This is an optimization exercise on Yosys and OpenROAD, whose aim is small area, not a production implementation. The RTL was checked by simulation tests, not by an equivalence proof against the original design. Power and IR drop assume default switching activity.

==> flow/design.v, too long to show whole: its modules and the start of the top module <==
// module div_xor2: 3 lines
// module div_xnor2: 3 lines
// module div_mux2i: 3 lines
// module DIV: 2555 lines
module DIV(
    input  wire        clk,
    input  wire        reset,
    input  wire        flush,
    input  wire        CE_in,
    input  wire        ex_valid_ns,
    input  wire        wb_allin,
    input  wire [31:0] dividend_in,
    input  wire [31:0] divisor_in,
    input  wire [5:0]  is_op,
    output reg  [31:0] quotient_out,
    output reg  [31:0] remainder_out,
    output reg         CE_out
);
  // ...
==> flow/flow/run.sh <==
#!/bin/bash
# Standard layout, with the port buffers made from the smallest buffer cell.
set -e
cp standard.sh standard.sh.txt
export BUFFER_PORTS_ARGS="-buffer_cell sky130_fd_sc_hd__buf_1"
bash standard.sh > standard.log 2>&1
==> flow/standard.sh <==
#!/bin/bash
# synth_recipe.tcl (not shown) runs the flow's synth.tcl, then flattens the netlist and writes it again
# the make line also repeats each setting of config.mk as NAME=value (left out here)
make -C /OpenROAD-flow-scripts/flow DESIGN_CONFIG=/design/flow/config.mk WORK_HOME=/design/flow/orfs CLKGATE_MAP_FILE= SYNTH_SCRIPT=/design/flow/synth_recipe.tcl "${@:-finish}"
==> flow/config.mk <==
export PLATFORM = sky130hd
export DESIGN_NAME = DIV
export DESIGN_NICKNAME = DIV
export VERILOG_FILES = /design/flow/design.v
export SDC_FILE = /design/flow/constraint.sdc
export NUM_CORES = 4
export LEC_CHECK = 0
export CAP_MARGIN = 20
export CORE_MARGIN = 2
export CORE_UTILIZATION = 70
export CTS_BUF_LIST = sky130_fd_sc_hd__clkbuf_16
export CTS_CLUSTER_DIAMETER = 160
export CTS_CLUSTER_SIZE = 26
export SLEW_MARGIN = 20
export SYNTH_HIERARCHICAL = 1
==> flow/constraint.sdc <==
create_clock -name core_clock -period 12.0 [get_ports {clk}]
set_input_delay 2.4000 -clock core_clock [delete_from_list [all_inputs] [get_ports {clk}]]
set_output_delay 2.4000 -clock core_clock [all_outputs]
set_load 0.01 [all_outputs]
==> impl_metrics.json, run 1 <==
{
  "hold_end": "a_s4[5]",
  "grtUsageMet3_pct": 2.331,
  "drt_iter0_markers": 832,
  "crit_buf_inv": 8,
  "htree_levels": 2,
  "powerSeq_mw": 5.06,
  "crit_arrival_ns": 12.18,
  "fillers": 4683,
  "post-place-ws_ns": -0.08908,
  "ys_types": 59,
  "p_comb_share_pct": 21.5,
  "cp_slowest_stage_delay_ns": 0.37,
  "min_period_over_period_pct": 96.61,
  "power.internal_mw": 6.730,
  "grt_start_max_net_pins": 81,
  "mostFrequentLayoutCell": "dfxtp_1",
  "fin_util_pct": 77.54,
  "clk_latency_ns": 0.70,
  "postSynthAreaPerCell_sq_um": 12.33,
  "postLayoutCellArea_sq_um": 56570,
  "detail-route-antenna-nets": 0,
  "r2r_end": "r_s15[0]",
  "yosys.area_share.simple_pct": 3.605,
  "status": "no timing/DRC/antenna violations",
  "seqPwrFrac_pct": 54.5,
  "gr-total-overflow": 0,
  "clock_area_share_pct": 2.804,
  "clk_path_buf_depth": 3,
  "grt.total_usage_pct": 21.35,
  "synth_most_common_cell": "dfxtp_1",
  "yosysTopAreaCellShare_pct": 53.76,
  "reg2reg_slack_ns": 0.41,
  "drv_cap": 0,
  "antenna_found_initial": 3,
  "clock_buffers": 59,
  "synthMuxAreaShare_pct": 19.81
}
==> inputs of run 2 (changes only) <==
--- a/flow/design.v
+++ b/flow/design.v
@@ -395,17 +395,19 @@
     end
     wire [10:1] t11 = r_s6;
     wire t11_0 = a_s6[31];
     wire hz11 = ~|(d_s6[31:11] ^ 1398101);
     wire [11:1] c11;
     wire [10:0] r11;
     wire ge11;
     assign c11[1] = ~(~t11_0 & (d_s6[0] ^ 1'b0));
-    assign r11[0] = (ge11 ? (t11_0 ^ (d_s6[0] ^ 1'b0)) : t11_0) ^ 1'b1;
+    wire x0_11;
+    div_xor2 ux0_11(.a(t11_0), .b(d_s6[0]), .y(x0_11));
+    assign r11[0] = (ge11 ? x0_11 : t11_0) ^ 1'b1;
     wire [10:1] x11, f11;
     div_xnor2 ux11_1(.a(t11[1]), .b(d_s6[1]), .y(x11[1]));
     div_mux2i uc11_1(.s(x11[1]), .a1(d_s6[1]), .a0(c11[1]), .y(c11[2]));
     div_xnor2 uf11_1(.a(x11[1]), .b(c11[1]), .y(f11[1]));
     div_mux2i ur11_1(.s(ge11), .a1(f11[1]), .a0(t11[1]), .y(r11[1]));
     div_xor2 ux11_2(.a(t11[2]), .b(d_s6[2]), .y(x11[2]));
     div_mux2i uc11_2(.s(x11[2]), .a1(d_s6[2]), .a0(c11[2]), .y(c11[3]));
     div_xor2 uf11_2(.a(x11[2]), .b(c11[2]), .y(f11[2]));
@@ -439,28 +441,34 @@
     div_xnor2 uf11_9(.a(x11[9]), .b(c11[9]), .y(f11[9]));
     div_mux2i ur11_9(.s(ge11), .a1(f11[9]), .a0(t11[9]), .y(r11[9]));
     div_xor2 ux11_10(.a(t11[10]), .b(d_s6[10]), .y(x11[10]));
     div_mux2i uc11_10(.s(x11[10]), .a1(d_s6[10]), .a0(c11[10]), .y(c11[11]));
     div_xor2 uf11_10(.a(x11[10]), .b(c11[10]), .y(f11[10]));
     div_mux2i ur11_10(.s(ge11), .a1(f11[10]), .a0(t11[10]), .y(r11[10]));
     assign ge11 = hz11 & c11[11];
     wire [31:0] a11 = {a_s6[30:0], ge11};
+    wire pu11, pv11, px11;
+    div_xnor2 upu11(.a(x0_11), .b(d_s6[1]), .y(pu11));
+    div_xnor2 upv11(.a(t11_0), .b(d_s6[1]), .y(pv11));
+    div_mux2i upx11(.s(ge11), .a1(pu11), .a0(pv11), .y(px11));
     wire [11:1] t12 = r11;
     wire t12_0 = a11[31];
     wire hz12 = ~|(d_s6[31:12] ^ 699050);
     wire [12:1] c12;
     wire [11:0] r12;
     wire ge12;
     assign c12[1] = ~(~t12_0 & (d_s6[0] ^ 1'b0));
-    assign r12[0] = (ge12 ? (t12_0 ^ (d_s6[0] ^ 1'b0)) : t12_0) ^ 1'b0;
+    wire x0_12;
+    div_xor2 ux0_12(.a(t12_0), .b(d_s6[0]), .y(x0_12));
+    assign r12[0] = (ge12 ? x0_12 : t12_0) ^ 1'b0;
     wire [11:1] x12, f12;
-    div_xor2 ux12_1(.a(t12[1]), .b(d_s6[1]), .y(x12[1]));
-    div_mux2i uc12_1(.s(x12[1]), .a1(d_s6[1]), .a0(c12[1]), .y(c12[2]));
-    div_xor2 uf12_1(.a(x12[1]), .b(c12[1]), .y(f12[1]));
+    assign x12[1] = px11;
+    div_mux2i uc12_1(.s(x12[1]), .a1(c12[1]), .a0(d_s6[1]), .y(c12[2]));
+    div_xnor2 uf12_1(.a(x12[1]), .b(c12[1]), .y(f12[1]));
     div_mux2i ur12_1(.s(ge12), .a1(f12[1]), .a0(t12[1]), .y(r12[1]));
     div_xnor2 ux12_2(.a(t12[2]), .b(d_s6[2]), .y(x12[2]));
     div_mux2i uc12_2(.s(x12[2]), .a1(d_s6[2]), .a0(c12[2]), .y(c12[3]));
     div_xnor2 uf12_2(.a(x12[2]), .b(c12[2]), .y(f12[2]));
     div_mux2i ur12_2(.s(ge12), .a1(f12[2]), .a0(t12[2]), .y(r12[2]));
     div_xor2 ux12_3(.a(t12[3]), .b(d_s6[3]), .y(x12[3]));
     div_mux2i uc12_3(.s(x12[3]), .a1(d_s6[3]), .a0(c12[3]), .y(c12[4]));
     div_xor2 uf12_3(.a(x12[3]), .b(c12[3]), .y(f12[3]));
@@ -494,28 +502,32 @@
     div_xnor2 uf12_10(.a(x12[10]), .b(c12[10]), .y(f12[10]));
     div_mux2i ur12_10(.s(ge12), .a1(f12[10]), .a0(t12[10]), .y(r12[10]));
     div_xor2 ux12_11(.a(t12[11]), .b(d_s6[11]), .y(x12[11]));
     div_mux2i uc12_11(.s(x12[11]), .a1(d_s6[11]), .a0(c12[11]), .y(c12[12]));
     div_xor2 uf12_11(.a(x12[11]), .b(c12[11]), .y(f12[11]));
     div_mux2i ur12_11(.s(ge12), .a1(f12[11]), .a0(t12[11]), .y(r12[11]));
     assign ge12 = hz12 & ~c12[12];
     wire [31:0] a12 = {a11[30:0], ge12};
+    wire pu12, pv12, px12;
+    div_xnor2 upu12(.a(x0_12), .b(d_s6[1]), .y(pu12));
+    div_xnor2 upv12(.a(t12_0), .b(d_s6[1]), .y(pv12));
+    div_mux2i upx12(.s(ge12), .a1(pu12), .a0(pv12), .y(px12));
     wire [12:1] t13 = r12;
     wire t13_0 = a12[31];
     wire hz13 = ~|(d_s6[31:13] ^ 349525);
     wire [13:1] c13;
     wire [12:0] r13;
     wire ge13;
     assign c13[1] = ~(~t13_0 & (d_s6[0] ^ 1'b0));
     assign r13[0] = (ge13 ? (t13_0 ^ (d_s6[0] ^ 1'b0)) : t13_0) ^ 1'b1;
     wire [12:1] x13, f13;
-    div_xnor2 ux13_1(.a(t13[1]), .b(d_s6[1]), .y(x13[1]));
-    div_mux2i uc13_1(.s(x13[1]), .a1(d_s6[1]), .a0(c13[1]), .y(c13[2]));
-    div_xnor2 uf13_1(.a(x13[1]), .b(c13[1]), .y(f13[1]));
+    assign x13[1] = px12;
+    div_mux2i uc13_1(.s(x13[1]), .a1(c13[1]), .a0(d_s6[1]), .y(c13[2]));
+    div_xor2 uf13_1(.a(x13[1]), .b(c13[1]), .y(f13[1]));
     div_mux2i ur13_1(.s(ge13), .a1(f13[1]), .a0(t13[1]), .y(r13[1]));
     div_xor2 ux13_2(.a(t13[2]), .b(d_s6[2]), .y(x13[2]));
     div_mux2i uc13_2(.s(x13[2]), .a1(d_s6[2]), .a0(c13[2]), .y(c13[3]));
     div_xor2 uf13_2(.a(x13[2]), .b(c13[2]), .y(f13[2]));
     div_mux2i ur13_2(.s(ge13), .a1(f13[2]), .a0(t13[2]), .y(r13[2]));
     div_xnor2 ux13_3(.a(t13[3]), .b(d_s6[3]), .y(x13[3]));
     div_mux2i uc13_3(.s(x13[3]), .a1(d_s6[3]), .a0(c13[3]), .y(c13[4]));
     div_xnor2 uf13_3(.a(x13[3]), .b(c13[3]), .y(f13[3]));
@@ -571,17 +583,19 @@
     end
     wire [13:1] t14 = r_s7;
     wire t14_0 = a_s7[31];
     wire hz14 = ~|(d_s7[31:14] ^ 174762);
     wire [14:1] c14;
     wire [13:0] r14;
     wire ge14;
     assign c14[1] = ~(~t14_0 & (d_s7[0] ^ 1'b0));
-    assign r14[0] = (ge14 ? (t14_0 ^ (d_s7[0] ^ 1'b0)) : t14_0) ^ 1'b0;
+    wire x0_14;
+    div_xor2 ux0_14(.a(t14_0), .b(d_s7[0]), .y(x0_14));
+    assign r14[0] = (ge14 ? x0_14 : t14_0) ^ 1'b0;
     wire [13:1] x14, f14;
     div_xor2 ux14_1(.a(t14[1]), .b(d_s7[1]), .y(x14[1]));
     div_mux2i uc14_1(.s(x14[1]), .a1(d_s7[1]), .a0(c14[1]), .y(c14[2]));
     div_xor2 uf14_1(.a(x14[1]), .b(c14[1]), .y(f14[1]));
     div_mux2i ur14_1(.s(ge14), .a1(f14[1]), .a0(t14[1]), .y(r14[1]));
     div_xnor2 ux14_2(.a(t14[2]), .b(d_s7[2]), .y(x14[2]));
     div_mux2i uc14_2(.s(x14[2]), .a1(d_s7[2]), .a0(c14[2]), .y(c14[3]));
     div_xnor2 uf14_2(.a(x14[2]), .b(c14[2]), .y(f14[2]));
@@ -627,28 +641,34 @@
     div_xnor2 uf14_12(.a(x14[12]), .b(c14[12]), .y(f14[12]));
     div_mux2i ur14_12(.s(ge14), .a1(f14[12]), .a0(t14[12]), .y(r14[12]));
     div_xor2 ux14_13(.a(t14[13]), .b(d_s7[13]), .y(x14[13]));
     div_mux2i uc14_13(.s(x14[13]), .a1(d_s7[13]), .a0(c14[13]), .y(c14[14]));
     div_xor2 uf14_13(.a(x14[13]), .b(c14[13]), .y(f14[13]));
     div_mux2i ur14_13(.s(ge14), .a1(f14[13]), .a0(t14[13]), .y(r14[13]));
     assign ge14 = hz14 & ~c14[14];
     wire [31:0] a14 = {a_s7[30:0], ge14};
+    wire pu14, pv14, px14;
+    div_xnor2 upu14(.a(x0_14), .b(d_s7[1]), .y(pu14));
+    div_xnor2 upv14(.a(t14_0), .b(d_s7[1]), .y(pv14));
+    div_mux2i upx14(.s(ge14), .a1(pu14), .a0(pv14), .y(px14));
     wire [14:1] t15 = r14;
     wire t15_0 = a14[31];
     wire hz15 = ~|(d_s7[31:15] ^ 87381);
     wire [15:1] c15;
     wire [14:0] r15;
     wire ge15;
     assign c15[1] = ~(~t15_0 & (d_s7[0] ^ 1'b0));
-    assign r15[0] = (ge15 ? (t15_0 ^ (d_s7[0] ^ 1'b0)) : t15_0) ^ 1'b1;
+    wire x0_15;
+    div_xor2 ux0_15(.a(t15_0), .b(d_s7[0]), .y(x0_15));
+    assign r15[0] = (ge15 ? x0_15 : t15_0) ^ 1'b1;
     wire [14:1] x15, f15;
-    div_xnor2 ux15_1(.a(t15[1]), .b(d_s7[1]), .y(x15[1]));
-    div_mux2i uc15_1(.s(x15[1]), .a1(d_s7[1]), .a0(c15[1]), .y(c15[2]));
-    div_xnor2 uf15_1(.a(x15[1]), .b(c15[1]), .y(f15[1]));
+    assign x15[1] = px14;
+    div_mux2i uc15_1(.s(x15[1]), .a1(c15[1]), .a0(d_s7[1]), .y(c15[2]));
+    div_xor2 uf15_1(.a(x15[1]), .b(c15[1]), .y(f15[1]));
     div_mux2i ur15_1(.s(ge15), .a1(f15[1]), .a0(t15[1]), .y(r15[1]));
     div_xor2 ux15_2(.a(t15[2]), .b(d_s7[2]), .y(x15[2]));
     div_mux2i uc15_2(.s(x15[2]), .a1(d_s7[2]), .a0(c15[2]), .y(c15[3]));
     div_xor2 uf15_2(.a(x15[2]), .b(c15[2]), .y(f15[2]));
     div_mux2i ur15_2(.s(ge15), .a1(f15[2]), .a0(t15[2]), .y(r15[2]));
     div_xnor2 ux15_3(.a(t15[3]), .b(d_s7[3]), .y(x15[3]));
     div_mux2i uc15_3(.s(x15[3]), .a1(d_s7[3]), .a0(c15[3]), .y(c15[4]));
     div_xnor2 uf15_3(.a(x15[3]), .b(c15[3]), .y(f15[3]));
@@ -694,28 +714,32 @@
     div_xnor2 uf15_13(.a(x15[13]), .b(c15[13]), .y(f15[13]));
     div_mux2i ur15_13(.s(ge15), .a1(f15[13]), .a0(t15[13]), .y(r15[13]));
     div_xor2 ux15_14(.a(t15[14]), .b(d_s7[14]), .y(x15[14]));
     div_mux2i uc15_14(.s(x15[14]), .a1(d_s7[14]), .a0(c15[14]), .y(c15[15]));
     div_xor2 uf15_14(.a(x15[14]), .b(c15[14]), .y(f15[14]));
     div_mux2i ur15_14(.s(ge15), .a1(f15[14]), .a0(t15[14]), .y(r15[14]));
     assign ge15 = hz15 & c15[15];
     wire [31:0] a15 = {a14[30:0], ge15};
+    wire pu15, pv15, px15;
+    div_xnor2 upu15(.a(x0_15), .b(d_s7[1]), .y(pu15));
+    div_xnor2 upv15(.a(t15_0), .b(d_s7[1]), .y(pv15));
+    div_mux2i upx15(.s(ge15), .a1(pu15), .a0(pv15), .y(px15));
     wire [15:1] t16 = r15;
     wire t16_0 = a15[31];
     wire hz16 = ~|(d_s7[31:16] ^ 43690);
     wire [16:1] c16;
     wire [15:0] r16;
     wire ge16;
     assign c16[1] = ~(~t16_0 & (d_s7[0] ^ 1'b0));
     assign r16[0] = (ge16 ? (t16_0 ^ (d_s7[0] ^ 1'b0)) : t16_0) ^ 1'b0;
     wire [15:1] x16, f16;
-    div_xor2 ux16_1(.a(t16[1]), .b(d_s7[1]), .y(x16[1]));
-    div_mux2i uc16_1(.s(x16[1]), .a1(d_s7[1]), .a0(c16[1]), .y(c16[2]));
-    div_xor2 uf16_1(.a(x16[1]), .b(c16[1]), .y(f16[1]));
+    assign x16[1] = px15;
+    div_mux2i uc16_1(.s(x16[1]), .a1(c16[1]), .a0(d_s7[1]), .y(c16[2]));
+    div_xnor2 uf16_1(.a(x16[1]), .b(c16[1]), .y(f16[1]));
     div_mux2i ur16_1(.s(ge16), .a1(f16[1]), .a0(t16[1]), .y(r16[1]));
     div_xnor2 ux16_2(.a(t16[2]), .b(d_s7[2]), .y(x16[2]));
     div_mux2i uc16_2(.s(x16[2]), .a1(d_s7[2]), .a0(c16[2]), .y(c16[3]));
     div_xnor2 uf16_2(.a(x16[2]), .b(c16[2]), .y(f16[2]));
     div_mux2i ur16_2(.s(ge16), .a1(f16[2]), .a0(t16[2]), .y(r16[2]));
     div_xor2 ux16_3(.a(t16[3]), .b(d_s7[3]), .y(x16[3]));
     div_mux2i uc16_3(.s(x16[3]), .a1(d_s7[3]), .a0(c16[3]), .y(c16[4]));
     div_xor2 uf16_3(.a(x16[3]), .b(c16[3]), .y(f16[3]));
@@ -783,17 +807,19 @@
     end
     wire [16:1] t17 = r_s8;
     wire t17_0 = a_s8[31];
     wire hz17 = ~|(d_s8[31:17] ^ 21845);
     wire [17:1] c17;
     wire [16:0] r17;
     wire ge17;
     assign c17[1] = ~(~t17_0 & (d_s8[0] ^ 1'b0));
-    assign r17[0] = (ge17 ? (t17_0 ^ (d_s8[0] ^ 1'b0)) : t17_0) ^ 1'b1;
+    wire x0_17;
+    div_xor2 ux0_17(.a(t17_0), .b(d_s8[0]), .y(x0_17));
+    assign r17[0] = (ge17 ? x0_17 : t17_0) ^ 1'b1;
     wire [16:1] x17, f17;
     div_xnor2 ux17_1(.a(t17[1]), .b(d_s8[1]), .y(x17[1]));
     div_mux2i uc17_1(.s(x17[1]), .a1(d_s8[1]), .a0(c17[1]), .y(c17[2]));
     div_xnor2 uf17_1(.a(x17[1]), .b(c17[1]), .y(f17[1]));
     div_mux2i ur17_1(.s(ge17), .a1(f17[1]), .a0(t17[1]), .y(r17[1]));
     div_xor2 ux17_2(.a(t17[2]), .b(d_s8[2]), .y(x17[2]));
     div_mux2i uc17_2(.s(x17[2]), .a1(d_s8[2]), .a0(c17[2]), .y(c17[3]));
     div_xor2 uf17_2(.a(x17[2]), .b(c17[2]), .y(f17[2]));
@@ -851,28 +877,32 @@
     div_xnor2 uf17_15(.a(x17[15]), .b(c17[15]), .y(f17[15]));
     div_mux2i ur17_15(.s(ge17), .a1(f17[15]), .a0(t17[15]), .y(r17[15]));
     div_xor2 ux17_16(.a(t17[16]), .b(d_s8[16]), .y(x17[16]));
     div_mux2i uc17_16(.s(x17[16]), .a1(d_s8[16]), .a0(c17[16]), .y(c17[17]));
     div_xor2 uf17_16(.a(x17[16]), .b(c17[16]), .y(f17[16]));
     div_mux2i ur17_16(.s(ge17), .a1(f17[16]), .a0(t17[16]), .y(r17[16]));
     assign ge17 = hz17 & c17[17];
     wire [31:0] a17 = {a_s8[30:0], ge17};
+    wire pu17, pv17, px17;
+    div_xnor2 upu17(.a(x0_17), .b(d_s8[1]), .y(pu17));
+    div_xnor2 upv17(.a(t17_0), .b(d_s8[1]), .y(pv17));
+    div_mux2i upx17(.s(ge17), .a1(pu17), .a0(pv17), .y(px17));
     wire [17:1] t18 = r17;
     wire t18_0 = a17[31];
     wire hz18 = ~|(d_s8[31:18] ^ 10922);
     wire [18:1] c18;
     wire [17:0] r18;
     wire ge18;
     assign c18[1] = ~(~t18_0 & (d_s8[0] ^ 1'b0));
     assign r18[0] = (ge18 ? (t18_0 ^ (d_s8[0] ^ 1'b0)) : t18_0) ^ 1'b0;
     wire [17:1] x18, f18;
-    div_xor2 ux18_1(.a(t18[1]), .b(d_s8[1]), .y(x18[1]));
-    div_mux2i uc18_1(.s(x18[1]), .a1(d_s8[1]), .a0(c18[1]), .y(c18[2]));
-    div_xor2 uf18_1(.a(x18[1]), .b(c18[1]), .y(f18[1]));
+    assign x18[1] = px17;
+    div_mux2i uc18_1(.s(x18[1]), .a1(c18[1]), .a0(d_s8[1]), .y(c18[2]));
+    div_xnor2 uf18_1(.a(x18[1]), .b(c18[1]), .y(f18[1]));
     div_mux2i ur18_1(.s(ge18), .a1(f18[1]), .a0(t18[1]), .y(r18[1]));
     div_xnor2 ux18_2(.a(t18[2]), .b(d_s8[2]), .y(x18[2]));
     div_mux2i uc18_2(.s(x18[2]), .a1(d_s8[2]), .a0(c18[2]), .y(c18[3]));
     div_xnor2 uf18_2(.a(x18[2]), .b(c18[2]), .y(f18[2]));
     div_mux2i ur18_2(.s(ge18), .a1(f18[2]), .a0(t18[2]), .y(r18[2]));
     div_xor2 ux18_3(.a(t18[3]), .b(d_s8[3]), .y(x18[3]));
     div_mux2i uc18_3(.s(x18[3]), .a1(d_s8[3]), .a0(c18[3]), .y(c18[4]));
     div_xor2 uf18_3(.a(x18[3]), .b(c18[3]), .y(f18[3]));
@@ -948,17 +978,19 @@
     end
     wire [18:1] t19 = r_s9;
     wire t19_0 = a_s9[31];
     wire hz19 = ~|(d_s9[31:19] ^ 5461);
     wire [19:1] c19;
     wire [18:0] r19;
     wire ge19;
     assign c19[1] = ~(~t19_0 & (d_s9[0] ^ 1'b0));
-    assign r19[0] = (ge19 ? (t19_0 ^ (d_s9[0] ^ 1'b0)) : t19_0) ^ 1'b1;
+    wire x0_19;
+    div_xor2 ux0_19(.a(t19_0), .b(d_s9[0]), .y(x0_19));
+    assign r19[0] = (ge19 ? x0_19 : t19_0) ^ 1'b1;
     wire [18:1] x19, f19;
     div_xnor2 ux19_1(.a(t19[1]), .b(d_s9[1]), .y(x19[1]));
     div_mux2i uc19_1(.s(x19[1]), .a1(d_s9[1]), .a0(c19[1]), .y(c19[2]));
     div_xnor2 uf19_1(.a(x19[1]), .b(c19[1]), .y(f19[1]));
     div_mux2i ur19_1(.s(ge19), .a1(f19[1]), .a0(t19[1]), .y(r19[1]));
     div_xor2 ux19_2(.a(t19[2]), .b(d_s9[2]), .y(x19[2]));
     div_mux2i uc19_2(.s(x19[2]), .a1(d_s9[2]), .a0(c19[2]), .y(c19[3]));
     div_xor2 uf19_2(.a(x19[2]), .b(c19[2]), .y(f19[2]));
@@ -1024,28 +1056,32 @@
     div_xnor2 uf19_17(.a(x19[17]), .b(c19[17]), .y(f19[17]));
     div_mux2i ur19_17(.s(ge19), .a1(f19[17]), .a0(t19[17]), .y(r19[17]));
     div_xor2 ux19_18(.a(t19[18]), .b(d_s9[18]), .y(x19[18]));
     div_mux2i uc19_18(.s(x19[18]), .a1(d_s9[18]), .a0(c19[18]), .y(c19[19]));
     div_xor2 uf19_18(.a(x19[18]), .b(c19[18]), .y(f19[18]));
     div_mux2i ur19_18(.s(ge19), .a1(f19[18]), .a0(t19[18]), .y(r19[18]));
     assign ge19 = hz19 & c19[19];
     wire [31:0] a19 = {a_s9[30:0], ge19};
+    wire pu19, pv19, px19;
+    div_xnor2 upu19(.a(x0_19), .b(d_s9[1]), .y(pu19));
+    div_xnor2 upv19(.a(t19_0), .b(d_s9[1]), .y(pv19));
+    div_mux2i upx19(.s(ge19), .a1(pu19), .a0(pv19), .y(px19));
     wire [19:1] t20 = r19;
     wire t20_0 = a19[31];
     wire hz20 = ~|(d_s9[31:20] ^ 2730);
     wire [20:1] c20;
     wire [19:0] r20;
     wire ge20;
     assign c20[1] = ~(~t20_0 & (d_s9[0] ^ 1'b0));
     assign r20[0] = (ge20 ? (t20_0 ^ (d_s9[0] ^ 1'b0)) : t20_0) ^ 1'b0;
     wire [19:1] x20, f20;
-    div_xor2 ux20_1(.a(t20[1]), .b(d_s9[1]), .y(x20[1]));
-    div_mux2i uc20_1(.s(x20[1]), .a1(d_s9[1]), .a0(c20[1]), .y(c20[2]));
-    div_xor2 uf20_1(.a(x20[1]), .b(c20[1]), .y(f20[1]));
+    assign x20[1] = px19;
+    div_mux2i uc20_1(.s(x20[1]), .a1(c20[1]), .a0(d_s9[1]), .y(c20[2]));
+    div_xnor2 uf20_1(.a(x20[1]), .b(c20[1]), .y(f20[1]));
     div_mux2i ur20_1(.s(ge20), .a1(f20[1]), .a0(t20[1]), .y(r20[1]));
     div_xnor2 ux20_2(.a(t20[2]), .b(d_s9[2]), .y(x20[2]));
     div_mux2i uc20_2(.s(x20[2]), .a1(d_s9[2]), .a0(c20[2]), .y(c20[3]));
     div_xnor2 uf20_2(.a(x20[2]), .b(c20[2]), .y(f20[2]));
     div_mux2i ur20_2(.s(ge20), .a1(f20[2]), .a0(t20[2]), .y(r20[2]));
     div_xor2 ux20_3(.a(t20[3]), .b(d_s9[3]), .y(x20[3]));
     div_mux2i uc20_3(.s(x20[3]), .a1(d_s9[3]), .a0(c20[3]), .y(c20[4]));
     div_xor2 uf20_3(.a(x20[3]), .b(c20[3]), .y(f20[3]));
@@ -1129,17 +1165,19 @@
     end
     wire [20:1] t21 = r_s10;
     wire t21_0 = a_s10[31];
     wire hz21 = ~|(d_s10[31:21] ^ 1365);
     wire [21:1] c21;
     wire [20:0] r21;
     wire ge21;
     assign c21[1] = ~(~t21_0 & (d_s10[0] ^ 1'b0));
-    assign r21[0] = (ge21 ? (t21_0 ^ (d_s10[0] ^ 1'b0)) : t21_0) ^ 1'b1;
+    wire x0_21;
+    div_xor2 ux0_21(.a(t21_0), .b(d_s10[0]), .y(x0_21));
+    assign r21[0] = (ge21 ? x0_21 : t21_0) ^ 1'b1;
     wire [20:1] x21, f21;
     div_xnor2 ux21_1(.a(t21[1]), .b(d_s10[1]), .y(x21[1]));
     div_mux2i uc21_1(.s(x21[1]), .a1(d_s10[1]), .a0(c21[1]), .y(c21[2]));
     div_xnor2 uf21_1(.a(x21[1]), .b(c21[1]), .y(f21[1]));
     div_mux2i ur21_1(.s(ge21), .a1(f21[1]), .a0(t21[1]), .y(r21[1]));
     div_xor2 ux21_2(.a(t21[2]), .b(d_s10[2]), .y(x21[2]));
     div_mux2i uc21_2(.s(x21[2]), .a1(d_s10[2]), .a0(c21[2]), .y(c21[3]));
     div_xor2 uf21_2(.a(x21[2]), .b(c21[2]), .y(f21[2]));
@@ -1213,28 +1251,32 @@
     div_xnor2 uf21_19(.a(x21[19]), .b(c21[19]), .y(f21[19]));
     div_mux2i ur21_19(.s(ge21), .a1(f21[19]), .a0(t21[19]), .y(r21[19]));
     div_xor2 ux21_20(.a(t21[20]), .b(d_s10[20]), .y(x21[20]));
     div_mux2i uc21_20(.s(x21[20]), .a1(d_s10[20]), .a0(c21[20]), .y(c21[21]));
     div_xor2 uf21_20(.a(x21[20]), .b(c21[20]), .y(f21[20]));
     div_mux2i ur21_20(.s(ge21), .a1(f21[20]), .a0(t21[20]), .y(r21[20]));
     assign ge21 = hz21 & c21[21];
     wire [31:0] a21 = {a_s10[30:0], ge21};
+    wire pu21, pv21, px21;
+    div_xnor2 upu21(.a(x0_21), .b(d_s10[1]), .y(pu21));
+    div_xnor2 upv21(.a(t21_0), .b(d_s10[1]), .y(pv21));
+    div_mux2i upx21(.s(ge21), .a1(pu21), .a0(pv21), .y(px21));
     wire [21:1] t22 = r21;
     wire t22_0 = a21[31];
     wire hz22 = ~|(d_s10[31:22] ^ 682);
     wire [22:1] c22;
     wire [21:0] r22;
     wire ge22;
     assign c22[1] = ~(~t22_0 & (d_s10[0] ^ 1'b0));
     assign r22[0] = (ge22 ? (t22_0 ^ (d_s10[0] ^ 1'b0)) : t22_0) ^ 1'b0;
     wire [21:1] x22, f22;
-    div_xor2 ux22_1(.a(t22[1]), .b(d_s10[1]), .y(x22[1]));
-    div_mux2i uc22_1(.s(x22[1]), .a1(d_s10[1]), .a0(c22[1]), .y(c22[2]));
-    div_xor2 uf22_1(.a(x22[1]), .b(c22[1]), .y(f22[1]));
+    assign x22[1] = px21;
+    div_mux2i uc22_1(.s(x22[1]), .a1(c22[1]), .a0(d_s10[1]), .y(c22[2]));
+    div_xnor2 uf22_1(.a(x22[1]), .b(c22[1]), .y(f22[1]));
     div_mux2i ur22_1(.s(ge22), .a1(f22[1]), .a0(t22[1]), .y(r22[1]));
     div_xnor2 ux22_2(.a(t22[2]), .b(d_s10[2]), .y(x22[2]));
     div_mux2i uc22_2(.s(x22[2]), .a1(d_s10[2]), .a0(c22[2]), .y(c22[3]));
     div_xnor2 uf22_2(.a(x22[2]), .b(c22[2]), .y(f22[2]));
     div_mux2i ur22_2(.s(ge22), .a1(f22[2]), .a0(t22[2]), .y(r22[2]));
     div_xor2 ux22_3(.a(t22[3]), .b(d_s10[3]), .y(x22[3]));
     div_mux2i uc22_3(.s(x22[3]), .a1(d_s10[3]), .a0(c22[3]), .y(c22[4]));
     div_xor2 uf22_3(.a(x22[3]), .b(c22[3]), .y(f22[3]));
@@ -1326,17 +1368,19 @@
     end
     wire [22:1] t23 = r_s11;
     wire t23_0 = a_s11[31];
     wire hz23 = ~|(d_s11[31:23] ^ 341);
     wire [23:1] c23;
     wire [22:0] r23;
     wire ge23;
     assign c23[1] = ~(~t23_0 & (d_s11[0] ^ 1'b0));
-    assign r23[0] = (ge23 ? (t23_0 ^ (d_s11[0] ^ 1'b0)) : t23_0) ^ 1'b1;
+    wire x0_23;
+    div_xor2 ux0_23(.a(t23_0), .b(d_s11[0]), .y(x0_23));
+    assign r23[0] = (ge23 ? x0_23 : t23_0) ^ 1'b1;
     wire [22:1] x23, f23;
     div_xnor2 ux23_1(.a(t23[1]), .b(d_s11[1]), .y(x23[1]));
     div_mux2i uc23_1(.s(x23[1]), .a1(d_s11[1]), .a0(c23[1]), .y(c23[2]));
     div_xnor2 uf23_1(.a(x23[1]), .b(c23[1]), .y(f23[1]));
     div_mux2i ur23_1(.s(ge23), .a1(f23[1]), .a0(t23[1]), .y(r23[1]));
     div_xor2 ux23_2(.a(t23[2]), .b(d_s11[2]), .y(x23[2]));
     div_mux2i uc23_2(.s(x23[2]), .a1(d_s11[2]), .a0(c23[2]), .y(c23[3]));
     div_xor2 uf23_2(.a(x23[2]), .b(c23[2]), .y(f23[2]));
@@ -1418,28 +1462,32 @@
     div_xnor2 uf23_21(.a(x23[21]), .b(c23[21]), .y(f23[21]));
     div_mux2i ur23_21(.s(ge23), .a1(f23[21]), .a0(t23[21]), .y(r23[21]));
     div_xor2 ux23_22(.a(t23[22]), .b(d_s11[22]), .y(x23[22]));
     div_mux2i uc23_22(.s(x23[22]), .a1(d_s11[22]), .a0(c23[22]), .y(c23[23]));
     div_xor2 uf23_22(.a(x23[22]), .b(c23[22]), .y(f23[22]));
     div_mux2i ur23_22(.s(ge23), .a1(f23[22]), .a0(t23[22]), .y(r23[22]));
     assign ge23 = hz23 & c23[23];
     wire [31:0] a23 = {a_s11[30:0], ge23};
+    wire pu23, pv23, px23;
+    div_xnor2 upu23(.a(x0_23), .b(d_s11[1]), .y(pu23));
+    div_xnor2 upv23(.a(t23_0), .b(d_s11[1]), .y(pv23));
+    div_mux2i upx23(.s(ge23), .a1(pu23), .a0(pv23), .y(px23));
     wire [23:1] t24 = r23;
     wire t24_0 = a23[31];
     wire hz24 = ~|(d_s11[31:24] ^ 170);
     wire [24:1] c24;
     wire [23:0] r24;
     wire ge24;
     assign c24[1] = ~(~t24_0 & (d_s11[0] ^ 1'b0));
     assign r24[0] = (ge24 ? (t24_0 ^ (d_s11[0] ^ 1'b0)) : t24_0) ^ 1'b0;
     wire [23:1] x24, f24;
-    div_xor2 ux24_1(.a(t24[1]), .b(d_s11[1]), .y(x24[1]));
-    div_mux2i uc24_1(.s(x24[1]), .a1(d_s11[1]), .a0(c24[1]), .y(c24[2]));
-    div_xor2 uf24_1(.a(x24[1]), .b(c24[1]), .y(f24[1]));
+    assign x24[1] = px23;
+    div_mux2i uc24_1(.s(x24[1]), .a1(c24[1]), .a0(d_s11[1]), .y(c24[2]));
+    div_xnor2 uf24_1(.a(x24[1]), .b(c24[1]), .y(f24[1]));
     div_mux2i ur24_1(.s(ge24), .a1(f24[1]), .a0(t24[1]), .y(r24[1]));
     div_xnor2 ux24_2(.a(t24[2]), .b(d_s11[2]), .y(x24[2]));
     div_mux2i uc24_2(.s(x24[2]), .a1(d_s11[2]), .a0(c24[2]), .y(c24[3]));
     div_xnor2 uf24_2(.a(x24[2]), .b(c24[2]), .y(f24[2]));
     div_mux2i ur24_2(.s(ge24), .a1(f24[2]), .a0(t24[2]), .y(r24[2]));
     div_xor2 ux24_3(.a(t24[3]), .b(d_s11[3]), .y(x24[3]));
     div_mux2i uc24_3(.s(x24[3]), .a1(d_s11[3]), .a0(c24[3]), .y(c24[4]));
     div_xor2 uf24_3(.a(x24[3]), .b(c24[3]), .y(f24[3]));
@@ -1539,17 +1587,19 @@
     end
     wire [24:1] t25 = r_s12;
     wire t25_0 = a_s12[31];
     wire hz25 = ~|(d_s12[31:25] ^ 85);
     wire [25:1] c25;
     wire [24:0] r25;
     wire ge25;
     assign c25[1] = ~(~t25_0 & (d_s12[0] ^ 1'b0));
-    assign r25[0] = (ge25 ? (t25_0 ^ (d_s12[0] ^ 1'b0)) : t25_0) ^ 1'b1;
+    wire x0_25;
+    div_xor2 ux0_25(.a(t25_0), .b(d_s12[0]), .y(x0_25));
+    assign r25[0] = (ge25 ? x0_25 : t25_0) ^ 1'b1;
     wire [24:1] x25, f25;
     div_xnor2 ux25_1(.a(t25[1]), .b(d_s12[1]), .y(x25[1]));
     div_mux2i uc25_1(.s(x25[1]), .a1(d_s12[1]), .a0(c25[1]), .y(c25[2]));
     div_xnor2 uf25_1(.a(x25[1]), .b(c25[1]), .y(f25[1]));
     div_mux2i ur25_1(.s(ge25), .a1(f25[1]), .a0(t25[1]), .y(r25[1]));
     div_xor2 ux25_2(.a(t25[2]), .b(d_s12[2]), .y(x25[2]));
     div_mux2i uc25_2(.s(x25[2]), .a1(d_s12[2]), .a0(c25[2]), .y(c25[3]));
     div_xor2 uf25_2(.a(x25[2]), .b(c25[2]), .y(f25[2]));
@@ -1639,28 +1689,32 @@
     div_xnor2 uf25_23(.a(x25[23]), .b(c25[23]), .y(f25[23]));
     div_mux2i ur25_23(.s(ge25), .a1(f25[23]), .a0(t25[23]), .y(r25[23]));
     div_xor2 ux25_24(.a(t25[24]), .b(d_s12[24]), .y(x25[24]));
     div_mux2i uc25_24(.s(x25[24]), .a1(d_s12[24]), .a0(c25[24]), .y(c25[25]));
     div_xor2 uf25_24(.a(x25[24]), .b(c25[24]), .y(f25[24]));
     div_mux2i ur25_24(.s(ge25), .a1(f25[24]), .a0(t25[24]), .y(r25[24]));
     assign ge25 = hz25 & c25[25];
     wire [31:0] a25 = {a_s12[30:0], ge25};
+    wire pu25, pv25, px25;
+    div_xnor2 upu25(.a(x0_25), .b(d_s12[1]), .y(pu25));
+    div_xnor2 upv25(.a(t25_0), .b(d_s12[1]), .y(pv25));
+    div_mux2i upx25(.s(ge25), .a1(pu25), .a0(pv25), .y(px25));
     wire [25:1] t26 = r25;
     wire t26_0 = a25[31];
     wire hz26 = ~|(d_s12[31:26] ^ 42);
     wire [26:1] c26;
     wire [25:0] r26;
     wire ge26;
     assign c26[1] = ~(~t26_0 & (d_s12[0] ^ 1'b0));
     assign r26[0] = (ge26 ? (t26_0 ^ (d_s12[0] ^ 1'b0)) : t26_0) ^ 1'b0;
     wire [25:1] x26, f26;
-    div_xor2 ux26_1(.a(t26[1]), .b(d_s12[1]), .y(x26[1]));
-    div_mux2i uc26_1(.s(x26[1]), .a1(d_s12[1]), .a0(c26[1]), .y(c26[2]));
-    div_xor2 uf26_1(.a(x26[1]), .b(c26[1]), .y(f26[1]));
+    assign x26[1] = px25;
+    div_mux2i uc26_1(.s(x26[1]), .a1(c26[1]), .a0(d_s12[1]), .y(c26[2]));
+    div_xnor2 uf26_1(.a(x26[1]), .b(c26[1]), .y(f26[1]));
     div_mux2i ur26_1(.s(ge26), .a1(f26[1]), .a0(t26[1]), .y(r26[1]));
     div_xnor2 ux26_2(.a(t26[2]), .b(d_s12[2]), .y(x26[2]));
     div_mux2i uc26_2(.s(x26[2]), .a1(d_s12[2]), .a0(c26[2]), .y(c26[3]));
     div_xnor2 uf26_2(.a(x26[2]), .b(c26[2]), .y(f26[2]));
     div_mux2i ur26_2(.s(ge26), .a1(f26[2]), .a0(t26[2]), .y(r26[2]));
     div_xor2 ux26_3(.a(t26[3]), .b(d_s12[3]), .y(x26[3]));
     div_mux2i uc26_3(.s(x26[3]), .a1(d_s12[3]), .a0(c26[3]), .y(c26[4]));
     div_xor2 uf26_3(.a(x26[3]), .b(c26[3]), .y(f26[3]));
@@ -1768,17 +1822,19 @@
     end
     wire [26:1] t27 = r_s13;
     wire t27_0 = a_s13[31];
     wire hz27 = ~|(d_s13[31:27] ^ 21);
     wire [27:1] c27;
     wire [26:0] r27;
     wire ge27;
     assign c27[1] = ~(~t27_0 & (d_s13[0] ^ 1'b0));
-    assign r27[0] = (ge27 ? (t27_0 ^ (d_s13[0] ^ 1'b0)) : t27_0) ^ 1'b1;
+    wire x0_27;
+    div_xor2 ux0_27(.a(t27_0), .b(d_s13[0]), .y(x0_27));
+    assign r27[0] = (ge27 ? x0_27 : t27_0) ^ 1'b1;
     wire [26:1] x27, f27;
     div_xnor2 ux27_1(.a(t27[1]), .b(d_s13[1]), .y(x27[1]));
     div_mux2i uc27_1(.s(x27[1]), .a1(d_s13[1]), .a0(c27[1]), .y(c27[2]));
     div_xnor2 uf27_1(.a(x27[1]), .b(c27[1]), .y(f27[1]));
     div_mux2i ur27_1(.s(ge27), .a1(f27[1]), .a0(t27[1]), .y(r27[1]));
     div_xor2 ux27_2(.a(t27[2]), .b(d_s13[2]), .y(x27[2]));
     div_mux2i uc27_2(.s(x27[2]), .a1(d_s13[2]), .a0(c27[2]), .y(c27[3]));
     div_xor2 uf27_2(.a(x27[2]), .b(c27[2]), .y(f27[2]));
@@ -1876,28 +1932,32 @@
     div_xnor2 uf27_25(.a(x27[25]), .b(c27[25]), .y(f27[25]));
     div_mux2i ur27_25(.s(ge27), .a1(f27[25]), .a0(t27[25]), .y(r27[25]));
     div_xor2 ux27_26(.a(t27[26]), .b(d_s13[26]), .y(x27[26]));
     div_mux2i uc27_26(.s(x27[26]), .a1(d_s13[26]), .a0(c27[26]), .y(c27[27]));
     div_xor2 uf27_26(.a(x27[26]), .b(c27[26]), .y(f27[26]));
     div_mux2i ur27_26(.s(ge27), .a1(f27[26]), .a0(t27[26]), .y(r27[26]));
     assign ge27 = hz27 & c27[27];
     wire [31:0] a27 = {a_s13[30:0], ge27};
+    wire pu27, pv27, px27;
+    div_xnor2 upu27(.a(x0_27), .b(d_s13[1]), .y(pu27));
+    div_xnor2 upv27(.a(t27_0), .b(d_s13[1]), .y(pv27));
+    div_mux2i upx27(.s(ge27), .a1(pu27), .a0(pv27), .y(px27));
     wire [27:1] t28 = r27;
     wire t28_0 = a27[31];
     wire hz28 = ~|(d_s13[31:28] ^ 10);
     wire [28:1] c28;
     wire [27:0] r28;
     wire ge28;
     assign c28[1] = ~(~t28_0 & (d_s13[0] ^ 1'b0));
     assign r28[0] = (ge28 ? (t28_0 ^ (d_s13[0] ^ 1'b0)) : t28_0) ^ 1'b0;
     wire [27:1] x28, f28;
-    div_xor2 ux28_1(.a(t28[1]), .b(d_s13[1]), .y(x28[1]));
-    div_mux2i uc28_1(.s(x28[1]), .a1(d_s13[1]), .a0(c28[1]), .y(c28[2]));
-    div_xor2 uf28_1(.a(x28[1]), .b(c28[1]), .y(f28[1]));
+    assign x28[1] = px27;
+    div_mux2i uc28_1(.s(x28[1]), .a1(c28[1]), .a0(d_s13[1]), .y(c28[2]));
+    div_xnor2 uf28_1(.a(x28[1]), .b(c28[1]), .y(f28[1]));
     div_mux2i ur28_1(.s(ge28), .a1(f28[1]), .a0(t28[1]), .y(r28[1]));
     div_xnor2 ux28_2(.a(t28[2]), .b(d_s13[2]), .y(x28[2]));
     div_mux2i uc28_2(.s(x28[2]), .a1(d_s13[2]), .a0(c28[2]), .y(c28[3]));
     div_xnor2 uf28_2(.a(x28[2]), .b(c28[2]), .y(f28[2]));
     div_mux2i ur28_2(.s(ge28), .a1(f28[2]), .a0(t28[2]), .y(r28[2]));
     div_xor2 ux28_3(.a(t28[3]), .b(d_s13[3]), .y(x28[3]));
     div_mux2i uc28_3(.s(x28[3]), .a1(d_s13[3]), .a0(c28[3]), .y(c28[4]));
     div_xor2 uf28_3(.a(x28[3]), .b(c28[3]), .y(f28[3]));
@@ -2013,17 +2073,19 @@
     end
     wire [28:1] t29 = r_s14;
     wire t29_0 = a_s14[31];
     wire hz29 = ~|(d_s14[31:29] ^ 5);
     wire [29:1] c29;
     wire [28:0] r29;
     wire ge29;
     assign c29[1] = ~(~t29_0 & (d_s14[0] ^ 1'b0));
-    assign r29[0] = (ge29 ? (t29_0 ^ (d_s14[0] ^ 1'b0)) : t29_0) ^ 1'b1;
+    wire x0_29;
+    div_xor2 ux0_29(.a(t29_0), .b(d_s14[0]), .y(x0_29));
+    assign r29[0] = (ge29 ? x0_29 : t29_0) ^ 1'b1;
     wire [28:1] x29, f29;
     div_xnor2 ux29_1(.a(t29[1]), .b(d_s14[1]), .y(x29[1]));
     div_mux2i uc29_1(.s(x29[1]), .a1(d_s14[1]), .a0(c29[1]), .y(c29[2]));
     div_xnor2 uf29_1(.a(x29[1]), .b(c29[1]), .y(f29[1]));
     div_mux2i ur29_1(.s(ge29), .a1(f29[1]), .a0(t29[1]), .y(r29[1]));
     div_xor2 ux29_2(.a(t29[2]), .b(d_s14[2]), .y(x29[2]));
     div_mux2i uc29_2(.s(x29[2]), .a1(d_s14[2]), .a0(c29[2]), .y(c29[3]));
     div_xor2 uf29_2(.a(x29[2]), .b(c29[2]), .y(f29[2]));
@@ -2129,28 +2191,32 @@
     div_xnor2 uf29_27(.a(x29[27]), .b(c29[27]), .y(f29[27]));
     div_mux2i ur29_27(.s(ge29), .a1(f29[27]), .a0(t29[27]), .y(r29[27]));
     div_xor2 ux29_28(.a(t29[28]), .b(d_s14[28]), .y(x29[28]));
     div_mux2i uc29_28(.s(x29[28]), .a1(d_s14[28]), .a0(c29[28]), .y(c29[29]));
     div_xor2 uf29_28(.a(x29[28]), .b(c29[28]), .y(f29[28]));
     div_mux2i ur29_28(.s(ge29), .a1(f29[28]), .a0(t29[28]), .y(r29[28]));
     assign ge29 = hz29 & c29[29];
     wire [31:0] a29 = {a_s14[30:0], ge29};
+    wire pu29, pv29, px29;
+    div_xnor2 upu29(.a(x0_29), .b(d_s14[1]), .y(pu29));
+    div_xnor2 upv29(.a(t29_0), .b(d_s14[1]), .y(pv29));
+    div_mux2i upx29(.s(ge29), .a1(pu29), .a0(pv29), .y(px29));
     wire [29:1] t30 = r29;
     wire t30_0 = a29[31];
     wire hz30 = ~|(d_s14[31:30] ^ 2);
     wire [30:1] c30;
     wire [29:0] r30;
     wire ge30;
     assign c30[1] = ~(~t30_0 & (d_s14[0] ^ 1'b0));
     assign r30[0] = (ge30 ? (t30_0 ^ (d_s14[0] ^ 1'b0)) : t30_0) ^ 1'b0;
     wire [29:1] x30, f30;
-    div_xor2 ux30_1(.a(t30[1]), .b(d_s14[1]), .y(x30[1]));
-    div_mux2i uc30_1(.s(x30[1]), .a1(d_s14[1]), .a0(c30[1]), .y(c30[2]));
-    div_xor2 uf30_1(.a(x30[1]), .b(c30[1]), .y(f30[1]));
+    assign x30[1] = px29;
+    div_mux2i uc30_1(.s(x30[1]), .a1(c30[1]), .a0(d_s14[1]), .y(c30[2]));
+    div_xnor2 uf30_1(.a(x30[1]), .b(c30[1]), .y(f30[1]));
     div_mux2i ur30_1(.s(ge30), .a1(f30[1]), .a0(t30[1]), .y(r30[1]));
     div_xnor2 ux30_2(.a(t30[2]), .b(d_s14[2]), .y(x30[2]));
     div_mux2i uc30_2(.s(x30[2]), .a1(d_s14[2]), .a0(c30[2]), .y(c30[3]));
     div_xnor2 uf30_2(.a(x30[2]), .b(c30[2]), .y(f30[2]));
     div_mux2i ur30_2(.s(ge30), .a1(f30[2]), .a0(t30[2]), .y(r30[2]));
     div_xor2 ux30_3(.a(t30[3]), .b(d_s14[3]), .y(x30[3]));
     div_mux2i uc30_3(.s(x30[3]), .a1(d_s14[3]), .a0(c30[3]), .y(c30[4]));
     div_xor2 uf30_3(.a(x30[3]), .b(c30[3]), .y(f30[3]));
==> impl_metrics.json, run 2 <==
{
  "synth-main-ff-cell": "dfxtp_1",
  "wl_per_cell_microns": 15.31,
  "rsz0062_at_grt": "yes",
  "dieArea_sq_um": 76090,
  "post-place-ws_ns": -0.08921,
  "yosysTopAreaCellShare_pct": 53.64,
  "crit_start": "r_s14[0]",
  "grt_pass1_wl_microns": 134900,
  "io_pins": 141,
  "die_y_microns": 275.8,
  "crit_type": "register to register",
  "grt_pass1_vias": 29140,
  "via_count": 29070,
  "cp-end-kind": "register",
  "p_leak_nw": 22.38,
  "hp-class": "register to register",
  "critPathLaunchType": "register",
  "hold_ws_ns": 0.3148,
  "layout-drive-gt1-share_pct": 6.639,
  "clock_sinks": 1386,
  "async_flop_share_pct": 0,
  "grt.total_usage_pct": 21.51,
  "synth-seq-cells": 1386,
  "power_mw": 9.284,
  "io_buffers": 140,
  "drc_errors": 0,
  "slowest_stage": "dfxtp_4",
  "rows": 99,
  "min_period_over_period_pct": 95.71,
  "cp_slowest_stage_delay_ns": 0.37,
  "synth_edf_count": 0,
  "seqPwrFrac_pct": 54.6,
  "syn_inst": 4214,
  "ys_types": 49,
  "power.internal_mw": 6.737,
  "final_cell_mix": "dfxtp_1 (1,376), mux2i_1 (1,011), xor2_1 (581)",
  "crit_arrival_ns": 11.98,
  "core-area_sq_um": 73080,
  "htree_levels": 2,
  "p_sw_share_pct": 27.43,
  "hpwl_microns": 61590,
  "setup_viol": 0,
  "syn_to_final_growth_pct": 9.503,
  "place_area_sq_um": 54230,
  "syn_area_sq_um": 51730,
  "cts_buffers": 59,
  "max-vdd-ir-drop_uv": 231.2,
  "grt_start_max_net_pins": 81,
  "status": "no timing/DRC/antenna violations",
  "gr-total-overflow": 0,
  "yosys_warnings": 7,
  "ys_top_cells_by_area": "dfxtp_1 (54%), mux2i_1 (20%), xor2_1 (9.9%)",
  "synth_most_common_cell": "dfxtp_1",
  "wl_microns": 84370,
  "postSynthAreaPerCell_sq_um": 12.28,
  "finalCriticalPeriod_ns": 11.48,
  "min_from": "a_s5[5]",
  "detail-route-antenna-nets": 0,
  "powerDensity_nw_per_um2": 163.9,
  "worstMarginPinSlew_ns": 1.080,
  "clockPowerShare_pct": 23.9,
  "dp_cells": 5372,
  "cpMostUsedCell": "mux2i_1",
  "root_buffer": "clkbuf_16",
  "start_util_pct": 70.78,
  "drv_slew": 0,
  "synth_fp_nets": 4316,
  "via_per_inst": 5.277,
  "antenna_found_initial": 1,
  "r2r-start": "r_s14[0]",
  "finalSetupTns_ns": 0,
  "cp_max_fo": 8,
  "p_switching_mw": 2.547,
  "clk_latency_ns": 0.68,
  "clk_pin_slew_worst_paths_ns": 0.09,
  "fin_ws_ns": 0.5153,
  "yosysSeqAreaShare_pct": 53.64,
  "final-instance-count-excl-fill": 5509,
  "fillers": 4786,
  "ctsHoldBuffers": 0,
  "synth_area_leader_cell": "dfxtp_1",
  "cts_tree": "done",
  "gp_congestion": 0.8614,
  "die_w_microns": 275.8,
  "clk_path_buf_depth": 3,
  "drv_cap": 0,
  "max-slew-margin-rel_pct": 27.00,
  "nets": 4649,
  "postLayoutCellArea_sq_um": 56650,
  "fmax_mhz": 87.07,
  "drt_first_pass_iters": 16,
  "mostFrequentLayoutCell": "dfxtp_1",
  "fin_util_pct": 77.51,
  "skew_ns": 0.06488,
  "drt_iter0_markers": 828,
  "synth.top_cells.by_count": "dfxtp_1 (1,386), mux2i_1 (1,024), xor2_1 (585)",
  "critical_path_required_ns": 12.50,
  "hold_violations": 0,
  "p_comb_share_pct": 21.5
}
==> run 2: changes by cell type after synthesis, moves of 7 or more <==
cell | previous run | this run
nand2_1 | 116 | 102
o21ai_1 | 8 | 0
nand3_1 | 13 | 6
o41ai_1 | 26 | 16
ha_1 | 37 | 26
xnor2_1 | 526 | 549
mux2i_1 | 1008 | 1024
nand2b_1 | 8 | 20
clkbuf_1 | 24 | 32
a21oi_1 | 16 | 26
inv_1 | 79 | 62
nor2_1 | 34 | 56
==> run 2: cell families after synthesis <==
logic type / Yosys count / share of synthesized area [%]
adders and majority gates: 26 / 0.6289
buffers and inverters: 95 / 0.6917
AOI/OAI and AO/OA: 178 / 2.126
and+or+nand+nor: 363 / 3.730
DFF: 1386 / 53.64
xor gates and xnor gates: 1134 / 19.20
muxes: 1032 / 19.99
==> run 2: worst paths after layout <==
| check | slack (ns) | cells past startpoint | to |
|---|---|---|---|
| setup / recovery | 0.52 | 63 | r_s15[19] |
| hold / removal | 0.31 | 0 | a_s6[9] |
| setup reg to reg | 0.52 | 63 | r_s15[19] |
| hold reg to reg | 0.31 | 0 | a_s6[9] |
==> run 2: Yosys stat by module, one instance, submodules excluded <==
module	flip-flops and latches	cells
DIV	1386	2197
div_mux2i	0	1
div_xnor2	0	1
div_xor2	0	1
==> run 2: area by class of cell <==
| type | instances | area [sq um] | share of cell area [%] |
|---|---|---|---|
| Sequential cell | 1386 | 27760 | 49.01 |
| Multi-Input combinational cell | 2735 | 23960 | 42.29 |
| Timing Repair Buffer | 303 | 1904 | 3.362 |
| Clock buffer | 59 | 1476 | 2.606 |
| Tap cell | 959 | 1200 | 2.118 |
| Inverter | 62 | 232.7 | 0.4108 |
| Clock inverter | 4 | 110.1 | 0.1944 |
| Antenna cell | 1 | 2.502 | 0.004418 |
==> run 2: timing repair <==
| item | in CTS | in global routing |
|---|---|---|
| pin swaps | 0 | 5 |
| cloned | 1 | 4 |
| setup endpoints to repair | 35 | 128 |
| setup buffers | 1 | 68 |
| resized for setup | 2 | 47 |
==> run 2: worst max-delay path: cells and delay by family, from the launching register on <==
kind,cells,cell delay [ns]
muxes,59,10.16
and+or+nand+nor,2,0.44
DFF,1,0.37
buffers and inverters,1,0.19
xor gates and xnor gates,1,0.15
==> run 2: power groups by stage <==
| stage | clock network, mW | registers, mW | logic, mW |
|---|---|---|---|
| global placement | 0 | 5.16 | 1.85 |
| finish | 2.22 | 5.07 | 2.00 |
| floorplan | 0 | 5.11 | 1.58 |
| detailed placement | 0 | 5.17 | 1.91 |
| global route | 2.42 | 5.10 | 2.19 |
| CTS | 2.28 | 5.07 | 1.93 |
==> run 2: per-layer routing <==
| layer | vias up | track usage (%) | part of all wire [%] |
|---|---|---|---|
| met5 | - | 0 | 0 |
| li1 | 14910 | - | - |
| met4 | 0 | 7.230 | 3.3 |
| met2 | 298 | 44.76 | 57 |
| met3 | 121 | 2.445 | 2.2 |
| met1 | 13740 | 21.57 | 37 |
==> inputs of run 3 (changes only) <==
--- a/flow/config.mk
+++ b/flow/config.mk
@@ -10,6 +10,6 @@
 export CORE_UTILIZATION = 70
 export CTS_BUF_LIST = sky130_fd_sc_hd__clkbuf_16
-export CTS_CLUSTER_DIAMETER = 160
-export CTS_CLUSTER_SIZE = 26
+export CTS_CLUSTER_DIAMETER = 180
+export CTS_CLUSTER_SIZE = 30
 export SLEW_MARGIN = 20
 export SYNTH_HIERARCHICAL = 1
==> impl_metrics.json, run 3 <==
{
  "status": "no timing/DRC/antenna violations",
  "drv_cap": 0,
  "critical-path-top-delay-family": "multiplexers",
  "max-vdd-ir-drop_uv": 131.7,
  "critPathLaunchType": "register",
  "grt_pass1_wl_microns": 134100,
  "start_util_pct": 70.78,
  "cp_slowest_stage_delay_ns": 0.39,
  "htree_levels": 2,
  "die_w_microns": 275.8,
  "io_buffers": 140,
  "via_count": 29060,
  "ys_top_cells_by_area": "dfxtp_1 (54%), mux2i_1 (20%), xor2_1 (9.9%)",
  "core-area_sq_um": 73080,
  "synth_edf_count": 0,
  "fillers": 4820,
  "cts_buffers": 52,
  "ctsHoldBuffers": 0,
  "gp_congestion": 0.8614,
  "cpMostUsedCell": "mux2i_1",
  "root_buffer": "clkbuf_16",
  "synth_area_leader_cell": "dfxtp_1",
  "skew_ns": 0.04929,
  "clk_pin_slew_worst_paths_ns": 0.10,
  "max-slew-margin-rel_pct": 30.89,
  "min_from": "a_s3[8]",
  "clk_path_buf_depth": 3,
  "yosys.area_share.simple_pct": 3.730,
  "drc_errors": 0,
  "clock_sinks": 1386,
  "synth-main-ff-cell": "dfxtp_1",
  "grt_busiest_layer": "met2",
  "synth_top_family_by_area": "multiplexers",
  "worstMarginPinSlew_ns": 1.027,
  "hpwl_microns": 61590,
  "io_pins": 141,
  "ys_types": 49,
  "rows": 99,
  "holdPathStages": 0,
  "crit_type": "register to register",
  "synth_compound_area_share_pct": 2.126,
  "grt.total_usage_pct": 21.33,
  "final_cell_mix": "dfxtp_1 (1,377), mux2i_1 (1,013), xor2_1 (582)",
  "grt_start_max_net_pins": 81,
  "die_y_microns": 275.8,
  "drt_iter0_markers": 779,
  "wl_per_cell_microns": 15.28,
  "synth-seq-cells": 1386,
  "hold_violations": 0,
  "syn_to_final_growth_pct": 9.186,
  "postLayoutCellArea_sq_um": 56480,
  "yosysSeqAreaShare_pct": 53.64,
  "via_per_inst": 5.282,
  "nets": 4643,
  "crit_arrival_ns": 12.02,
  "grtUsageMet2_pct": 44.50,
  "syn_area_sq_um": 51730,
  "gr-total-overflow": 0,
  "crit_buf_inv": 1,
  "place_area_sq_um": 54230,
  "power_mw": 9.162,
  "drv_slew": 0,
  "grtUsageMet3_pct": 2.401,
  "synthMuxAreaShare_pct": 19.99,
  "detail-route-antenna-nets": 0,
  "min_period_over_period_pct": 96.00,
  "synthXorXnorAreaFrac_pct": 19.20,
  "use_met1_pct": 21.43,
  "synth_most_common_cell": "dfxtp_1",
  "drt_first_pass_iters": 16,
  "n_antenna_cell": 0,
  "slowest_stage": "mux2i_4",
  "r2r_end": "r_s15[19]",
  "clk_latency_ns": 0.67,
  "rsz0062_at_grt": "yes",
  "cts_tree": "done",
  "layout-drive-gt1-share_pct": 6.405,
  "hp-class": "register to register",
  "synthAdderAreaFrac_pct": 0.6289,
  "reg2reg_slack_ns": 0.48,
  "mostFrequentLayoutCell": "dfxtp_1",
  "setup_viol": 0,
  "fmax_mhz": 86.81,
  "finalCriticalPeriod_ns": 11.52,
  "yosysTopAreaCellShare_pct": 53.64,
  "dieArea_sq_um": 76090,
  "postSynthAreaPerCell_sq_um": 12.28,
  "synth.top_cells.by_count": "dfxtp_1 (1,386), mux2i_1 (1,024), xor2_1 (585)",
  "cp-end-kind": "register",
  "p_leak_nw": 22.30,
  "ff2ff_path_depth": 63,
  "async_flop_share_pct": 0,
  "hold_end": "a_s4[8]",
  "antenna_found_initial": 2,
  "grt_pass1_vias": 28930,
  "r2r-start": "r_s14[0]",
  "powerDensity_nw_per_um2": 162.2,
  "cp_max_fo": 8,
  "yosys_warnings": 7,
  "critical_path_required_ns": 12.50,
  "syn_inst": 4214,
  "synth_fp_nets": 4316,
  "wl_microns": 84090
}
-- run 3: final cells by class --
class	count	area (sq um)	area share, %
sequential	1386	27760	49.15
clock buffer	52	1301	2.304
inverter	62	232.7	0.4120
clock inverter	4	110.1	0.1949
tap	959	1200	2.124
multi-input combinational	2735	23950	42.41
timing repair buffer	304	1924	3.407
-- run 3: Yosys stat by module, one instance, submodules excluded --
module     cells  copies in the design
DIV         2197                     1
div_mux2i      1                  1003
div_xnor2      1                   507
div_xor2       1                   507
-- run 3: kinds of logic (layout without fill, tap and decap cells) --
kind of cell | Yosys count | count (layout)
flip-flops | 1386 | 1386
XOR/XNOR | 1134 | 1134
multiplexers | 1032 | 1032
AND/OR/NAND/NOR | 363 | 365
AO/OA/AOI/OAI | 178 | 178
buffers and inverters | 95 | 422
adder cells (fa/ha/maj) | 26 | 26
-- run 3: metal layers --
| layer | vias up | share of wire [%] |
|---|---|---|
| li1 | 14910 | - |
| met1 | 13700 | 38 |
| met2 | 323 | 57 |
| met3 | 129 | 2.3 |
| met4 | 2 | 2.8 |
| met5 | - | 0.015 |
-- run 3: worst max path at each step --
stage / from / endpoint / slack (ns) / depth (start not counted)
after floorplan: d_s7[1] / r_s8[0] / 0.009 / 49
after global placement: d_s13[1] / r_s14[2] / 0.41 / 60
after detailed placement: d_s14[1] / r_s15[0] / -0.09 / 63
after CTS: d_s14[1] / r_s15[29] / -0.02 / 63
after global routing: r_s14[0] / r_s15[19] / -0.57 / 63
final: r_s14[0] / r_s15[19] / 0.48 / 63
-- run 3: metrics by stage --
step | TNS, ns | utilization (%) | setup slack, ns | std cells | hold WS [ns]
floorplan | 0 | - | 0.009361 | 4214 | 0.3096
CTS | -0.01961 | 76.17 | -0.01961 | 5430 | 0.3182
global route | -18.81 | 77.29 | -0.5689 | 5502 | 0.3100
finish | 0 | 77.29 | 0.4803 | 5502 | 0.3222
detailed placement | -1.061 | 74.20 | -0.08921 | 5372 | 0.3121
global placement | 0 | 74.20 | 0.4141 | 5372 | 0.3099
-- run 3: report_power, final --
group / total, mW / internal [mW] / leakage [nW] / switching [mW]
registers: 5.07 / 4.87 / 11.6 / 0.200
logic: 2.00 / 0.977 / 10.1 / 1.02
clock network: 2.10 / 0.799 / 0.685 / 1.30
total: 9.16 / 6.64 / 22.3 / 2.52
-- run 3: worst reg2reg max path: cells and delay by family (launching register included) --
family	cells	cell delay, ns
buffers and inverters	1	0.20
XOR/XNOR	1	0.15
AND/OR/NAND/NOR	2	0.46
flip-flops	1	0.38
multiplexers	59	10.17
-- run 3: what timing repair did --
| action | CTS | global route |
|---|---|---|
| cloned | 1 | 4 |
| pin swaps | 0 | 5 |
| setup endpoints to repair | 46 | 128 |
| gates resized for setup | 2 | 44 |
| setup buffers | 1 | 69 |
==> inputs of run 4 (changes only) <==
--- a/flow/config.mk
+++ b/flow/config.mk
@@ -8,5 +8,5 @@
 export CAP_MARGIN = 20
 export CORE_MARGIN = 2
-export CORE_UTILIZATION = 70
+export CORE_UTILIZATION = 60
 export CTS_BUF_LIST = sky130_fd_sc_hd__clkbuf_16
 export CTS_CLUSTER_DIAMETER = 180
==> impl_metrics.json, run 4 <==
{
  "status": "no timing/DRC/antenna violations",
  "skew_ns": 0.05104,
  "wl_microns": 77820,
  "gp_congestion": 0.8073,
  "mostFrequentLayoutCell": "dfxtp_1",
  "syn_inst": 4214,
  "hp-class": "register to register",
  "multi_input_area_sq_um": 23950,
  "grt_start_max_net_pins": 81,
  "nets": 4650,
  "hpwl_microns": 59240,
  "layout-drive-gt1-share_pct": 6.637,
  "seqPwrFrac_pct": 55.4,
  "die_w_microns": 297.6,
  "postLayoutCellArea_sq_um": 56830,
  "slowest_stage": "dfxtp_4",
  "hold_violations": 0,
  "grt_pass1_vias": 27780,
  "min_period_over_period_pct": 93.81,
  "antenna_found_initial": 0,
  "cts_buffers": 52,
  "wl_per_cell_microns": 13.66,
  "post-place-ws_ns": 0.08715,
  "io_buffers": 140,
  "drt_first_pass_iters": 5,
  "gr-total-overflow": 0,
  "fin_ws_ns": 0.7432,
  "p_switching_mw": 2.481,
  "fillers": 6608,
  "crit_type": "register to register",
  "synth_fp_nets": 4316,
  "drv_cap": 0,
  "p_leak_nw": 22.36,
  "clock_sinks": 1386,
  "cts_tree": "done",
  "p_sw_share_pct": 27.20,
  "critical_path_required_ns": 12.51,
  "powerDensity_nw_per_um2": 160.5,
  "synth-seq-cells": 1386,
  "worstMarginPinSlew_ns": 0.9788,
  "p_comb_share_pct": 21.6,
  "dieArea_sq_um": 88580,
  "postSynthAreaPerCell_sq_um": 12.28,
  "setup_viol": 0,
  "final_cell_mix": "dfxtp_1 (1,377), mux2i_1 (1,012), xor2_1 (580)",
  "crit_arrival_ns": 11.77,
  "htree_levels": 2,
  "synth_area_leader_cell": "dfxtp_1",
  "via_per_inst": 4.970,
  "finalCriticalPeriod_ns": 11.26,
  "synth_most_common_cell": "dfxtp_1",
  "yosysTopAreaCellShare_pct": 53.64,
  "grt_pass1_wl_microns": 128500,
  "max-vdd-ir-drop_uv": 122.0,
  "ys_types": 49,
  "clk_path_buf_depth": 3,
  "core-area_sq_um": 85280,
  "rows": 107,
  "place_area_sq_um": 54360,
  "cp-end-kind": "register",
  "cp_max_fo": 6,
  "io_pins": 141,
  "yosys_warnings": 7,
  "syn_area_sq_um": 51730,
  "grt.total_usage_pct": 17.05,
  "detail-route-antenna-nets": 0,
  "finalSetupTns_ns": 0,
  "via_count": 28300,
  "synth-main-ff-cell": "dfxtp_1",
  "clockPowerShare_pct": 22.9,
  "start_util_pct": 60.66
}
## run 4: final timing paths
check | slack, ns | startpoint | endpoint | cells past startpoint
setup / recovery | 0.74 | r_s14[0] | r_s15[22] | 64
hold / removal | 0.31 | a_s3[8] | a_s4[8] | 0
setup reg to reg | 0.74 | r_s14[0] | r_s15[22] | 64
hold reg to reg | 0.31 | a_s3[8] | a_s4[8] | 0
## run 4: kinds of logic after synthesis
group | after synthesis | synth area share (%)
compound gates | 178 | 2.126
xor+xnor | 1134 | 19.20
fa+ha+maj | 26 | 0.6289
buf+inv | 95 | 0.6917
flops | 1386 | 53.64
mux | 1032 | 19.99
simple gates | 363 | 3.730
## run 4: critical path, delay by kind of cell (launching register included)
family	cells	cell delay, ns
muxes	59	9.78
and+or+nand+nor	2	0.43
DFF	1	0.37
buffers and inverters	2	0.30
xor gates and xnor gates	1	0.19
## run 4: per-layer routing
layer / GRT usage, % / vias up / wire length, microns
met1: 18.71 / 13070 / 31400
li1: - / 14890 / -
met3: 2.125 / 97 / 1847
met2: 33.69 / 241 / 42490
met5: 0 / - / 0
met4: 5.135 / 0 / 2081
## run 4: power by group through the flow
stage | combinational (mW) | clock [mW] | sequential (mW)
final | 1.97 | 2.09 | 5.06
after global routing | 2.18 | 2.33 | 5.10
after CTS | 1.90 | 2.17 | 5.06
after detailed placement | 1.89 | 0 | 5.17
after global placement | 1.85 | 0 | 5.16
after floorplan | 1.58 | 0 | 5.11
## run 4: per-module statistics from Yosys, one instance, submodules excluded
module     cells  copies in the design  flip-flops and latches  area (sq um)
div_xnor2      1                   507                       0         8.758
div_mux2i      1                  1003                       0         10.01
DIV         2197                     1                    1386         32810
div_xor2       1                   507                       0         8.758
## run 4: layout make-up
| class | count | share of cell area [%] |
|---|---|---|
| tap | 1144 | 2.518 |
| clock inverter | 4 | 0.1937 |
| inverter | 62 | 0.4095 |
| sequential | 1386 | 48.86 |
| multi-input combinational | 2733 | 42.15 |
| antenna | 1 | 0.004403 |
| clock buffer | 52 | 2.290 |
| timing repair buffer | 313 | 3.582 |
## run 4: timing repair
action | 4_1_cts | 5_1_grt
hold buffers | 0 | 0
gates cloned | 0 | 7
gates resized for setup | 2 | 55
pin swaps | 0 | 6
endpoints found under the setup margin | 28 | 128
buffers inserted | 0 | 84

## afterwards: timing with drivers on the ports
In the flow no input, the clock included, has a driving cell. The finished layouts below were timed again as built, in two steps. Step 1: set_driving_cell puts a clkbuf_16 on clk and a buf_2 on each other input, an assumption about the parent block. Step 2, shift: input delay + t, output delay - t, t = (earliest + latest rising clock arrival at the registers) / 2. This alone moves slack from input paths to output paths. Slacks: no drivers / after step 1 / after step 2; pairs: no drivers / after step 1.
| run | t, ns | setup WS [ns] |
|---|---|---|
| run 1 | 0.742 | 0.407 / 0.407 / 0.407 |
| run 2 | 0.716 | 0.515 / 0.515 / 0.515 |
| run 3 | 0.712 | 0.480 / 0.480 / 0.480 |
| run 4 | 0.702 | 0.743 / 0.743 / 0.743 |
After both steps setup and hold are still met in every run listed.
